This design comes from an exercise in tuning for small area on the open sky130 flow, not from production work.
Function was checked by simulation only, so behaviour that the tests miss may differ from the original.
No driver is modelled on the clock port, so clock power and skew are understated where the tree is cut down; a real chip needs a root buffer or a tree.
Power is estimated from default activity; no workload was simulated.

==> flow/design.v <==
module PWM_Generator_Verilog (
  input  wire       clk,
  input  wire       rst_n,
  input  wire [2:0] level,    
  output wire       clk_out
);
  localparam [255:0] DONE = 256'b1111111111111111111111111111111111111111111111111111111100001111000011110000101100001011000000110000001100000001000000010000000011111111111111111111111111111110111111101111110011111100111101001111010011110000111100000000000000000000000000000000000000000000;
  reg [14:0] s;
  reg [5:0]  q;
  wire det  = s[0] & ~s[1] & ~s[3] & ~s[4] & ~s[5] & ~s[6] & s[7] & ~s[8] & ~s[9] & ~s[10] & ~s[11] & s[12] & s[13];
  wire done = q[5] & DONE[{q[4], q[2:0], det, level}];
  wire clr  = det | done;
  assign clk_out = q[5] & q[4];
  always @(posedge clk or negedge rst_n) begin
    if (!rst_n) begin
      s <= 15'd0;
      q <= 6'd56;
    end else begin
      s <= clr ? 15'd0 : {~s[13:0], ~(s[14] ^ s[7])};
      q <= done ? {{3{~q[4]}}, 3'd0} : q + {5'd0, det};
    end
  end
endmodule
module robot_arm_controller (
  input         CLOCK_50,
  input         RESET_N,
  input  [3:0]  KEY,
  output [35:0] GPIO_0
);
  localparam [12:0] FR = 13'b0000111011111;
  reg [12:0] a;
  reg [4:0]  b1;
  reg [2:0]  b2;
  wire adet = a[1] & a[2] & a[3] & ~a[4] & a[5] & a[6] & a[7] & ~a[8] & ~a[9] & ~a[11];
  wire bw   = b1[4] & b1[3];    
  always @(posedge CLOCK_50 or negedge RESET_N) begin
    if (!RESET_N) begin
      a  <= FR;
      b1 <= 5'd0;
      b2 <= 3'd0;
    end else begin
      a <= {a[11:0], ~(a[12] ^ a[2]) ^ adet};
      if (adet) begin
        b1 <= bw ? 5'd0 : b1 + 5'd1;
        if (bw) b2 <= b2 + 3'd1;
      end
    end
  end
  localparam [31:0] LT10 = 32'b00000000000000000000001111111111;
  localparam [31:0] LT11 = 32'b00000000000000000000011111111111;
  localparam [31:0] LT12 = 32'b00000000000000000000111111111111;
  localparam [31:0] LT13 = 32'b00000000000000000001111111111111;
  localparam [31:0] LT14 = 32'b00000000000000000011111111111111;
  localparam [31:0] LT15 = 32'b00000000000000000111111111111111;
  localparam [31:0] LT16 = 32'b00000000000000001111111111111111;
  localparam [31:0] LT17 = 32'b00000000000000011111111111111111;
  localparam [31:0] LT18 = 32'b00000000000000111111111111111111;
  localparam [31:0] LT19 = 32'b00000000000001111111111111111111;
  localparam [31:0] LT20 = 32'b00000000000011111111111111111111;
  wire sb0 = (b2 == 3'd0);
  assign GPIO_0[0] = sb0 & LT20[b1];
  assign GPIO_0[1] = sb0 & LT19[b1];
  assign GPIO_0[2] = sb0 & LT18[b1];
  assign GPIO_0[3] = sb0 & LT17[b1];
  assign GPIO_0[4] = sb0 & LT16[b1];
  assign GPIO_0[5] = sb0 & LT15[b1];
  assign GPIO_0[6] = sb0 & LT14[b1];
  assign GPIO_0[7] = sb0 & LT13[b1];
  assign GPIO_0[8] = sb0 & LT12[b1];
  assign GPIO_0[9] = sb0 & LT11[b1];
  assign GPIO_0[10] = sb0 & LT10[b1];
  assign GPIO_0[11] = sb0;
  assign GPIO_0[12] = 1'b0;
  assign GPIO_0[14] = 1'b0;
  assign GPIO_0[35:16] = 20'd0;
  localparam [7:0] IS5 = 8'b01000000;
  localparam [7:0] IS1 = 8'b00000001;
  localparam [23:0] INC = {3'd0, 3'd6, 3'd0, 3'd0, 3'd2, 3'd6, 3'd3, 3'd1};
  localparam [23:0] DEC = {3'd0, 3'd2, 3'd0, 3'd0, 3'd1, 3'd3, 3'd0, 3'd0};
  reg [3:0] kp;
  always @(posedge CLOCK_50) kp <= KEY;
  wire [3:0] pr = ~KEY & kp;
  reg [2:0] lk, lg;
  wire inc_k = pr[0] & ~IS5[lk];
  wire dec_k = pr[1] & ~IS1[lk];
  wire inc_g = pr[2] & ~IS5[lg];
  wire dec_g = pr[3] & ~IS1[lg];
  always @(posedge CLOCK_50) begin
    if (!RESET_N) begin
      lk <= 3'd3;
      lg <= 3'd3;
    end else if (inc_k) lk <= INC[lk*3 +: 3];
    else if (dec_k) lk <= DEC[lk*3 +: 3];
    else if (inc_g) lg <= INC[lg*3 +: 3];
    else if (dec_g) lg <= DEC[lg*3 +: 3];
  end
  PWM_Generator_Verilog gen_key  (.clk(CLOCK_50), .rst_n(RESET_N), .level(lk), .clk_out(GPIO_0[13]));
  PWM_Generator_Verilog gen_grip (.clk(CLOCK_50), .rst_n(RESET_N), .level(lg), .clk_out(GPIO_0[15]));
endmodule
==> flow/config.mk <==
export PLATFORM = sky130hd
export DESIGN_NAME = robot_arm_controller
export DESIGN_NICKNAME = robot_arm_controller
export VERILOG_FILES = /design/flow/design.v
export SDC_FILE = /design/flow/constraint.sdc
export NUM_CORES = 4
export LEC_CHECK = 0
export CAP_MARGIN = 0
export CORE_MARGIN = 2
export CORE_UTILIZATION = 65
export SLEW_MARGIN = 0
==> flow/constraint.sdc <==
create_clock -name core_clock -period 10.0 [get_ports {CLOCK_50}]
set_input_delay 2.0000 -clock core_clock [delete_from_list [all_inputs] [get_ports {CLOCK_50}]]
set_output_delay 2.0000 -clock core_clock [all_outputs]
set_load 0.01 [all_outputs]
standard.sh (not shown) runs the stock make flow with config.mk's settings and CLKGATE_MAP_FILE= SYNTH_SCRIPT=/design/flow/synth_recipe.tcl, a recipe that flattens the netlist after the stock synthesis.
==> flow/flow/run.sh <==
#!/bin/bash
# Own layout flow: the standard flow (standard.sh) with
#  - synthesis by flow/mysynth.tcl: the standard synthesis script with an
#    area-oriented abc script (flow/area.abc) and without Yosys's extract_fa;
#    registers are those of the standard synthesis, which also runs here
#    (refsyn/) so that flow/regnames.py can give every register the
#    standard synthesis's instance name;
#  - port buffers of the smallest buffer cell (buf_1);
#  - a hand-built clock tree (flow/manual_cts.tcl): four clkbuf_8, each
#    driving the registers of one quarter of the placement;
#  - no splitting of the constant-0 driver (one tie cell for the 0 outputs).
set -euo pipefail
W=$(pwd)
R=orfs/results/sky130hd/robot_arm_controller/base
export MY_ABC_SCRIPT=$W/flow/area.abc
export BUFFER_PORTS_ARGS="-buffer_cell sky130_fd_sc_hd__buf_1"
export PRE_CTS_TCL=$W/flow/manual_cts.tcl
export MANUAL_CTS_GROUPS=4
export MANUAL_CTS_BUF=sky130_fd_sc_hd__clkbuf_8
export MANUAL_CTS_PORT=CLOCK_50
export SKIP_REPAIR_TIE_FANOUT=1
bash standard.sh WORK_HOME=$W/refsyn synth > $W/refsyn.log 2>&1
bash standard.sh SYNTH_SCRIPT=$W/flow/mysynth.tcl synth > $W/synth.log 2>&1
python3 flow/regnames.py refsyn/results/sky130hd/robot_arm_controller/base/1_2_yosys.v $R/1_2_yosys.v $W/renamed.v > $W/regnames.log 2>&1
mv $W/renamed.v $R/1_2_yosys.v
rm -f $R/1_synth.odb $R/1_synth.sdc
bash standard.sh SYNTH_SCRIPT=$W/flow/mysynth.tcl finish > $W/layout.log 2>&1
Other scripts of this flow, unchanged in this note and not shown: flow/flow/area.abc, flow/flow/manual_cts.tcl, flow/flow/mysynth.tcl, flow/flow/regnames.py
Rerun with:
Settings changed: CAP_MARGIN 0 to 20, CORE_UTILIZATION 65 to 40, SLEW_MARGIN 0 to 20.
Sequential share of layout area drops by 1.2 points.
Combinational power hardly moves.
Die area climbs by 59%.
Utilization drops by 26 points.
Area after synthesis is unchanged.
Final area climbs by 2.0%.
Power climbs by 0.31%.
Routed wire length climbs by 1.9%.
Worst setup slack is about the same.
Maximum frequency stays flat.
Rerun with:
Settings changed: CORE_UTILIZATION 40 to 65.
Outcome: The changed run finished with timing, DRC and antenna clean; sequential share of layout area is higher by 1.2 points; total power is lower by 0.30%; die area is lower by 37%; cell area is lower by 1.9%; maximum frequency stays flat; via count is higher by 0.33%; routed wire length is lower by 1.8%; critical path depth is lower by 1; clock skew is higher by 0.0049 ns; utilization is higher by 26 points; setup slack hardly moves.
In every run of this note, the design's own scripts or RTL, not TritonCTS, make the clock network.

* * *

## run a
robot_arm_controller, a different RTL version from the one above (not shown whole).
Size: about 320 cells after synthesis, ~75 flip-flops, roughly 42 I/O pins, about 0.0030 mm^2 of cells after synthesis.
clock: 10.0 ns
lec_check: 0
cap_margin: 20
core_margin: 2
core_utilization: 40
slew_margin: 20
==> flow/flow/run.sh <==
#!/bin/bash
# Own layout flow: the standard flow (standard.sh) with
#  - synthesis by flow/mysynth.tcl (area-oriented abc, see there),
#  - port buffers of the smallest buffer cell,
#  - clock tree synthesis without dummy loads.
set -euo pipefail
W=$(pwd)
export MY_ABC_SCRIPT=$W/flow/area.abc
export BUFFER_PORTS_ARGS="-buffer_cell sky130_fd_sc_hd__buf_1"
export CTS_ARGS="-sink_clustering_enable -repair_clock_nets -dont_use_dummy_load -buf_list sky130_fd_sc_hd__clkbuf_4 -root_buf sky130_fd_sc_hd__clkbuf_8 -sink_clustering_size 6 -sink_clustering_max_diameter 30"
export SKIP_REPAIR_TIE_FANOUT=1
bash standard.sh SYNTH_SCRIPT=$W/flow/mysynth.tcl finish > $W/standard_flow.log 2>&1
==> flow/flow/area.abc <==
strash
&get -n
&deepsyn -T 20
&put
dch -f
amap
strash
dch -f
amap
topo
==> flow/flow/mysynth.tcl <==
# The standard synthesis (synth_recipe.tcl) with two changes to the
# combinational mapping only: Yosys's extract_fa is skipped (no ha/fa cells)
# and abc runs flow/area.abc, an area-oriented script, in place of ORFS's.
# Registers, their names and cell types are as in the standard synthesis.
proc synth {args} { yosys synth -nofsm -noshare {*}$args }
proc abc {args} {
  set i [lsearch -exact $args -script]
  if {$i >= 0} { set args [lreplace $args $i [expr {$i + 1}] -script $::env(MY_ABC_SCRIPT)] }
  yosys abc {*}$args
}
proc extract_fa {args} {}
source $::env(SCRIPTS_DIR)/synth.tcl
# left out here: clear keep_hierarchy, flatten, clean up, hide names made inside functions, write 1_2_yosys.v
Run a ran to completion and came out clean on the timing, design-rule and antenna checks.
What run b does differently from run a at the input level:
diff --git a/flow/flow/run.sh b/flow/flow/run.sh
--- a/flow/flow/run.sh
+++ b/flow/flow/run.sh
@@ -10,2 +10 @@
-export CTS_ARGS="-sink_clustering_enable -repair_clock_nets -dont_use_dummy_load -buf_list sky130_fd_sc_hd__clkbuf_4 -root_buf sky130_fd_sc_hd__clkbuf_8 -sink_clustering_size 6 -sink_clustering_max_diameter 30"
-export SKIP_REPAIR_TIE_FANOUT=1
+export CTS_ARGS="-sink_clustering_enable -repair_clock_nets -dont_use_dummy_load -buf_list sky130_fd_sc_hd__clkbuf_4"
--- outcome ---
No stage failed in run b, and the final checks on the layout all came back clean. Run b vs run a: global-route wire length before repair down slightly. Sort run a and run b by met3 demand-to-capacity share in global routing desc -> top: run b. On multi-input logic portion of the cell area: run b sits above run a. b2[0]$_DFFE_PN0P_ as the origin of the worst setup path was reported by run a, and b2[2]$_DFFE_PN0P_ by run b. Utilization came out higher on run b than on run a. Comparing the two runs side by side, run b comes out behind run a on leakage power. The faster design of the two is run a; run b tops out lower.

[static timing again, ports no longer ideal]
Ports are ideal in the flow. The routed layouts listed here were re-timed in OpenROAD.
Step 1, drivers: a clkbuf_16 drives CLOCK_50 and a buf_2 each remaining input, both assumed.
Step 2 times the ports against the registers' clock, not the clock port: input delays grow and output delays shrink by t, the midpoint of the rising clock arrivals with the driver on.
a / b / c = ideal ports / drivers / drivers and shift; a / b = the first two.
run	t, ns	setup slack, ns	pins driven straight from the clock port
the first run of note 1	0.210	6.417 / 6.365 / 6.575	4
the second run of note 1	0.213	6.417 / 6.360 / 6.573	4
the third run of note 1	0.210	6.417 / 6.365 / 6.575	4
run a	0.358	6.001 / 5.973 / 6.331	1
run b	0.411	5.970 / 5.945 / 6.327	1
After both steps setup and hold are still met in every run listed.
